Source: an optimization exercise on an open RTL-to-GDS flow (aim: small area). Production flows keep margins and buffers that such runs may drop. In this exercise RTL edits were held to simulation tests only and were not proved equivalent to the original. No activity file was given, so power comes from the tool's default toggle rates.

## morse_top
module morse_top(
    input clk,                  
    input rst,                  
    input enable,               
    input EN,                   
    input [63:0] store,         
    input long_key,             
    input short_key,            
    input send_decoder,         
    input back_space_decoder,   
    input reset,                
    output [14:0] Y_led,
    output error_out_of_length,
    output error_character,
    output error_decode,
    output [7:0] seg_bit_selection,
    output [7:0] seg_selection
);
wire [3:0] cnt_character;
wire [5:0] code;
wire pend, wr;
decoder u_decoder(
    .clk(clk),
    .rst(rst),
    .en(enable),
    .long_key(long_key),
    .short_key(short_key),
    .send(send_decoder),
    .back_space(back_space_decoder),
    .reset(reset),
    .wr(wr),
    .Y_led(Y_led),
    .error_out_of_length(error_out_of_length),
    .error_character(error_character),
    .error_decode(error_decode),
    .cnt_character(cnt_character),
    .code(code),
    .pend(pend)
);
seg_tube u_seg_tube(
    .switch(EN),
    .mode_selection(enable),
    .clk(clk),
    .rst(rst),
    .DIG(seg_bit_selection),
    .code(code),
    .pend(pend),
    .cnt_characters(cnt_character),
    .store(store),
    .wr(wr),
    .Y(seg_selection)
);
endmodule
Size: ~590 cells after synthesis, about 110 I/O pins, about 4900 sq um of cells after synthesis.
clock: 20.0 ns
lec_check: 0
abc_area: 1
cap_margin: 20
core_margin: 2
core_utilization: 55
slew_margin: 20
buffer_ports_args: -buffer_cell sky130_fd_sc_hd__buf_1
cts_args: -repair_clock_nets -dont_use_dummy_load -buf_list {sky130_fd_sc_hd__clkbuf_4 sky130_fd_sc_hd__clkbuf_8 sky130_fd_sc_hd__clkbuf_16}
standard.sh (not shown) runs the stock make flow with config.mk's settings and CLKGATE_MAP_FILE= SYNTH_SCRIPT=/design/flow/synth_recipe.tcl, a recipe that flattens the netlist after the stock synthesis.
==> flow/flow/run.sh <==
#!/bin/bash
# Layout flow: the standard flow (standard.sh), with three changes.
#  1. Synthesis: the standard synthesis runs first.  Then its logic is made
#     again four ways, each keeping the standard synthesis's flip-flops (same
#     names, same cells):
#       std_deep0  the standard netlist's logic re-optimised by ABC
#                  (flow/abc_deep0.script),
#       rtl_deep0, rtl_deep2, rtl_nf
#                  design.v synthesised by Yosys as the standard synthesis
#                  does (synth -flatten -nofsm -noshare, registers renamed
#                  after their wires), its logic mapped by ABC with
#                  flow/abc_deep0.script, abc_deep2.script or abc_nf.script.
#     A candidate whose flip-flop names differ from the standard netlist's is
#     dropped; of the rest, the netlist with the smallest cell area (not
#     counting plain buffers, which the layout flow removes) goes on
#     through the rest of the standard flow (resynth_choice.txt says which).
#  2. Every port still gets its own buffer, a buf_1 instead of clkdlybuf4s50_1.
#  3. CTS builds the tree from small clock buffers, without dummy loads.
# Each tool's full output goes to a log here: make_synth.log, <candidate>.log,
# make_finish.log (ORFS also keeps each step's log under orfs/logs/).
set -euo pipefail
cat >> config.mk <<'EOC'
export BUFFER_PORTS_ARGS = -buffer_cell sky130_fd_sc_hd__buf_1
export CTS_ARGS = -repair_clock_nets -dont_use_dummy_load -buf_list {sky130_fd_sc_hd__clkbuf_4 sky130_fd_sc_hd__clkbuf_8 sky130_fd_sc_hd__clkbuf_16}
EOC
bash standard.sh synth > make_synth.log 2>&1

RES=orfs/results/${FLOW_PLATFORM}/morse_top/base
LIB=${FLOW_HOME}/platforms/${FLOW_PLATFORM}/lib/sky130_fd_sc_hd__tt_025C_1v80.lib
YOSYS=yosys
if [[ -x ${FLOW_HOME}/../tools/install/yosys/bin/yosys ]]; then
  YOSYS=${FLOW_HOME}/../tools/install/yosys/bin/yosys
fi
DONT_USE=""
for c in $(sed -n 's/^export DONT_USE_CELLS += *//p; /^ *sky130_fd_sc_hd__/p' ${FLOW_HOME}/platforms/${FLOW_PLATFORM}/config.mk | tr -d '\\'); do
  DONT_USE="$DONT_USE -dont_use $c"
done
cp ${RES}/1_2_yosys.v standard_1_2_yosys.v
FINISH="setundef -zero
splitnets
opt_clean -purge
hilomap -singleton -hicell sky130_fd_sc_hd__conb_1 HI -locell sky130_fd_sc_hd__conb_1 LO
insbuf -buf sky130_fd_sc_hd__buf_4 A X
rename -hide w:*\$func\$*
write_verilog -noattr -nohex -nodec"

# $1 candidate name, $2 ABC script
from_standard() {
  ${YOSYS} -l $1.log -p "
read_liberty -ignore_miss_func ${LIB}
blackbox sky130_fd_sc_hd__dfxtp_1
read_verilog standard_1_2_yosys.v
hierarchy -top ${FLOW_TOP}
flatten
opt -purge
techmap
opt -fast -purge
abc -script $2 -liberty ${LIB} ${DONT_USE}
${FINISH} $1.v
tee -o $1_stat.txt stat -liberty ${LIB}
" > /dev/null || true
}
from_rtl() {
  ${YOSYS} -l $1.log -p "
read_verilog -sv ${FLOW_DESIGN}
hierarchy -top ${FLOW_TOP}
synth -top ${FLOW_TOP} -flatten -nofsm -noshare
rename -wire
opt_clean -purge
dfflibmap -liberty ${LIB} ${DONT_USE}
abc -script $2 -liberty ${LIB} ${DONT_USE}
${FINISH} $1.v
tee -o $1_stat.txt stat -liberty ${LIB}
" > /dev/null || true
}
from_standard std_deep0 flow/abc_deep0.script &
from_rtl rtl_deep0 flow/abc_deep0.script &
from_rtl rtl_deep2 flow/abc_deep2.script &
from_rtl rtl_nf flow/abc_nf.script &
wait

flops() { grep -E '^ *sky130_fd_sc_hd__df' "$1" | awk '{print $1, $2}' | sort; }
flops standard_1_2_yosys.v > flops_standard.txt
best=""
best_area=""
for c in std_deep0 rtl_deep0 rtl_deep2 rtl_nf; do
  a=""
  if [[ -f $c.v && -f ${c}_stat.txt ]]; then
    # cell area less plain buffers, which the layout flow removes again
    a=$(awk '/Chip area for module/ {t = $NF} /sky130_fd_sc_hd__buf_[0-9]+$/ {b += $2} END {if (t != "") printf "%.4f", t - b}' ${c}_stat.txt)
    flops $c.v > flops_$c.txt
    if ! cmp -s flops_standard.txt flops_$c.txt; then
      echo "$c: flip-flops differ from the standard synthesis, dropped" >> resynth_choice.txt
      continue
    fi
  fi
  echo "$c: ${a:-failed}" >> resynth_choice.txt
  if [[ -n "$a" ]] && { [[ -z "$best" ]] || awk -v a="$a" -v b="$best_area" 'BEGIN{exit !(a < b)}'; }; then
    best=$c
    best_area=$a
  fi
done
if [[ -n "$best" ]]; then
  echo "chosen: $best ($best_area)" >> resynth_choice.txt
  cp $best.v ${RES}/1_2_yosys.v
  rm -f ${RES}/1_synth.odb ${RES}/1_synth.sdc
else
  echo "chosen: standard synthesis" >> resynth_choice.txt
fi
bash standard.sh finish > make_finish.log 2>&1
Other scripts of this flow, unchanged in this note and not shown: flow/flow/abc_deep0.script, flow/flow/abc_deep2.script, flow/flow/abc_nf.script
The first run passed the timing, design-rule and antenna checks.
Change:
--- a/flow/flow/run.sh
+++ b/flow/flow/run.sh
@@ -23,3 +23,3 @@
 export BUFFER_PORTS_ARGS = -buffer_cell sky130_fd_sc_hd__buf_1
-export CTS_ARGS = -repair_clock_nets -dont_use_dummy_load -buf_list {sky130_fd_sc_hd__clkbuf_4 sky130_fd_sc_hd__clkbuf_8 sky130_fd_sc_hd__clkbuf_16}
+export CTS_ARGS = -sink_clustering_enable -repair_clock_nets -dont_use_dummy_load -sink_clustering_size 12 -sink_clustering_max_diameter 60 -buf_list {sky130_fd_sc_hd__clkbuf_4 sky130_fd_sc_hd__clkbuf_8 sky130_fd_sc_hd__clkbuf_16}
 EOC
--- a/flow/config.mk
+++ b/flow/config.mk
@@ -10,5 +10,5 @@
 export CORE_MARGIN = 2
-export CORE_UTILIZATION = 55
+export CORE_UTILIZATION = 70
 export SLEW_MARGIN = 20
 export BUFFER_PORTS_ARGS = -buffer_cell sky130_fd_sc_hd__buf_1
-export CTS_ARGS = -repair_clock_nets -dont_use_dummy_load -buf_list {sky130_fd_sc_hd__clkbuf_4 sky130_fd_sc_hd__clkbuf_8 sky130_fd_sc_hd__clkbuf_16}
+export CTS_ARGS = -sink_clustering_enable -repair_clock_nets -dont_use_dummy_load -sink_clustering_size 12 -sink_clustering_max_diameter 60 -buf_list {sky130_fd_sc_hd__clkbuf_4 sky130_fd_sc_hd__clkbuf_8 sky130_fd_sc_hd__clkbuf_16}
Maximum frequency hardly moves.
Routed wire length rose by a little under a tenth.
Sequential power hardly moves.
Total power stays flat.
Synthesized area does not change.
Core utilization rose by 17 points.
Setup slack gets better by 0.0066 ns.
Flip-flop and latch count does not change.
Worst hold slack gets better by 0.033 ns.
Combinational power hardly moves.
Clock-buffer cell count stays the same.
Change:
--- a/flow/config.mk
+++ b/flow/config.mk
@@ -10,3 +10,3 @@
 export CORE_MARGIN = 2
-export CORE_UTILIZATION = 70
+export CORE_UTILIZATION = 55
 export SLEW_MARGIN = 20
What happened:
- The changed run completed without violations
- wire length went down by 7.1%
- sequential cell count is unchanged
- power is about the same
- synthesized cell count is unchanged
- critical path depth shrinks by 3
- setup slack is worse by 0.0066 ns
- global-route usage falls by 8.5 points
- register-to-register slack improved by 0.09 ns


morse_top, a different RTL version from the one above (not shown whole).
For scale: ~590 cells after synthesis, ~110 I/O pins, roughly 4900 µm² of cells after synthesis.
clock: 20.0 ns
lec_check: 0
abc_area: 1
cap_margin: 20
core_margin: 2
core_utilization: 55
slew_margin: 20
buffer_ports_args: -buffer_cell sky130_fd_sc_hd__buf_1
cts_args: -sink_clustering_enable -repair_clock_nets -dont_use_dummy_load -sink_buffer_max_cap_derate 0.6 -buf_list {sky130_fd_sc_hd__clkbuf_8}
==> flow/flow/run.sh <==
#!/bin/bash
# Layout flow: the standard flow (standard.sh), with three changes.
#  1. After the standard synthesis, its logic (everything but the flip-flops,
#     which keep their cells and names) is optimised again by ABC with a
#     stronger script (flow/abc.script) and mapped onto the same library;
#     the netlist then goes through the rest of the standard flow.
#  2. Every port still gets its own buffer, a buf_1 instead of clkdlybuf4s50_1.
#  3. CTS builds the tree from small clock buffers in small clusters,
#     without dummy loads.
# Each tool's full output goes to a log here: make_synth.log, resynth.log,
# make_finish.log (ORFS also keeps each step's log under orfs/logs/).
set -euo pipefail
cat >> config.mk <<'EOC'
export BUFFER_PORTS_ARGS = -buffer_cell sky130_fd_sc_hd__buf_1
export CTS_ARGS = -sink_clustering_enable -repair_clock_nets -dont_use_dummy_load -sink_buffer_max_cap_derate 0.6 -buf_list {sky130_fd_sc_hd__clkbuf_8}
EOC
bash standard.sh synth > make_synth.log 2>&1

RES=orfs/results/${FLOW_PLATFORM}/morse_top/base
LIB=${FLOW_HOME}/platforms/${FLOW_PLATFORM}/lib/sky130_fd_sc_hd__tt_025C_1v80.lib
YOSYS=yosys
if [[ -x ${FLOW_HOME}/../tools/install/yosys/bin/yosys ]]; then
  YOSYS=${FLOW_HOME}/../tools/install/yosys/bin/yosys
fi
DONT_USE=""
for c in $(sed -n 's/^export DONT_USE_CELLS += *//p; /^ *sky130_fd_sc_hd__/p' ${FLOW_HOME}/platforms/${FLOW_PLATFORM}/config.mk | tr -d '\\'); do
  DONT_USE="$DONT_USE -dont_use $c"
done
cp ${RES}/1_2_yosys.v standard_1_2_yosys.v
${YOSYS} -l resynth.log -p "
read_liberty -ignore_miss_func ${LIB}
blackbox sky130_fd_sc_hd__dfxtp_1
read_verilog standard_1_2_yosys.v
hierarchy -top ${FLOW_TOP}
flatten
opt -purge
techmap
opt -fast -purge
abc -script flow/abc.script -liberty ${LIB} ${DONT_USE}
setundef -zero
splitnets
opt_clean -purge
hilomap -singleton -hicell sky130_fd_sc_hd__conb_1 HI -locell sky130_fd_sc_hd__conb_1 LO
insbuf -buf sky130_fd_sc_hd__buf_4 A X
write_verilog -noattr -nohex -nodec resynth_1_2_yosys.v
tee -o resynth_stat.txt stat -liberty ${LIB}
" > /dev/null
cp resynth_1_2_yosys.v ${RES}/1_2_yosys.v
rm -f ${RES}/1_synth.odb ${RES}/1_synth.sdc
bash standard.sh finish > make_finish.log 2>&1
==> flow/flow/abc.script <==
strash
&get -n
&deepsyn -T 120
&put
&get -n
&dch -f
&nf -R 1000
&put
topo
dnsize -c
Change:
--- a/flow/flow/run.sh
+++ b/flow/flow/run.sh
@@ -15 +15 @@
-export CTS_ARGS = -sink_clustering_enable -repair_clock_nets -dont_use_dummy_load -sink_buffer_max_cap_derate 0.6 -buf_list {sky130_fd_sc_hd__clkbuf_8}
+export CTS_ARGS = -sink_clustering_enable -repair_clock_nets -dont_use_dummy_load -sink_clustering_size 8 -sink_clustering_max_diameter 30 -buf_list {sky130_fd_sc_hd__clkbuf_4 sky130_fd_sc_hd__clkbuf_8}
- CTS_ARGS: -sink_clustering_enable -repair_clock_nets -dont_use_dummy_load -sink_buffer_max_cap_derate 0.6 -buf_list {sky130_fd_sc_hd__clkbuf_8} -> -sink_clustering_enable -repair_clock_nets -dont_use_dummy_load -sink_clustering_size 8 -sink_clustering_max_diameter 30 -buf_list {sky130_fd_sc_hd__clkbuf_4 sky130_fd_sc_hd__clkbuf_8}
Result:
- critical path depth is unchanged
- final area does not change
- maximum frequency is unchanged
- synthesized area does not change
- die area is unchanged
- cell count is unchanged
- via count does not change
- routed wire length is unchanged
- count of clock-buffer cells in the layout is unchanged
- sequential share of layout area does not change

-- static timing again, ports no longer ideal --
How much do the figures lean on ideal ports? The routed layouts below were timed once more, with nothing changed but the port constraints.
Step 1 assumes that a clkbuf_16 drives the clock port and a buf_2 every other input.
Step 2 adds t to the input delays and takes it off the output delays; t is the mean of the earliest and latest rising clock arrival at the registers after step 1. Input paths then give back, and output paths get back, about the clock's delay inside the block.
Slacks: ideal ports / drivers / drivers and shift; pairs: ideal ports / drivers.
run	shift t [ns]	setup slack, ns	worst slew at a driven data input, ns
the first run of note 1	0.382	10.381 / 10.354 / 10.354	0.05
the second run of note 1	0.384	10.387 / 10.355 / 10.355	0.04
the third run of note 1	0.382	10.381 / 10.354 / 10.354	0.05
the first run of note 2	0.376	10.145 / 10.119 / 10.119	0.04
the second run of note 2	0.376	10.145 / 10.119 / 10.119	0.04
After both steps setup and hold are still met in every run listed. The setup slack of the second run of note 1, which loses most, moves by -0.032 ns with the drivers and by -0.032 ns with both steps.
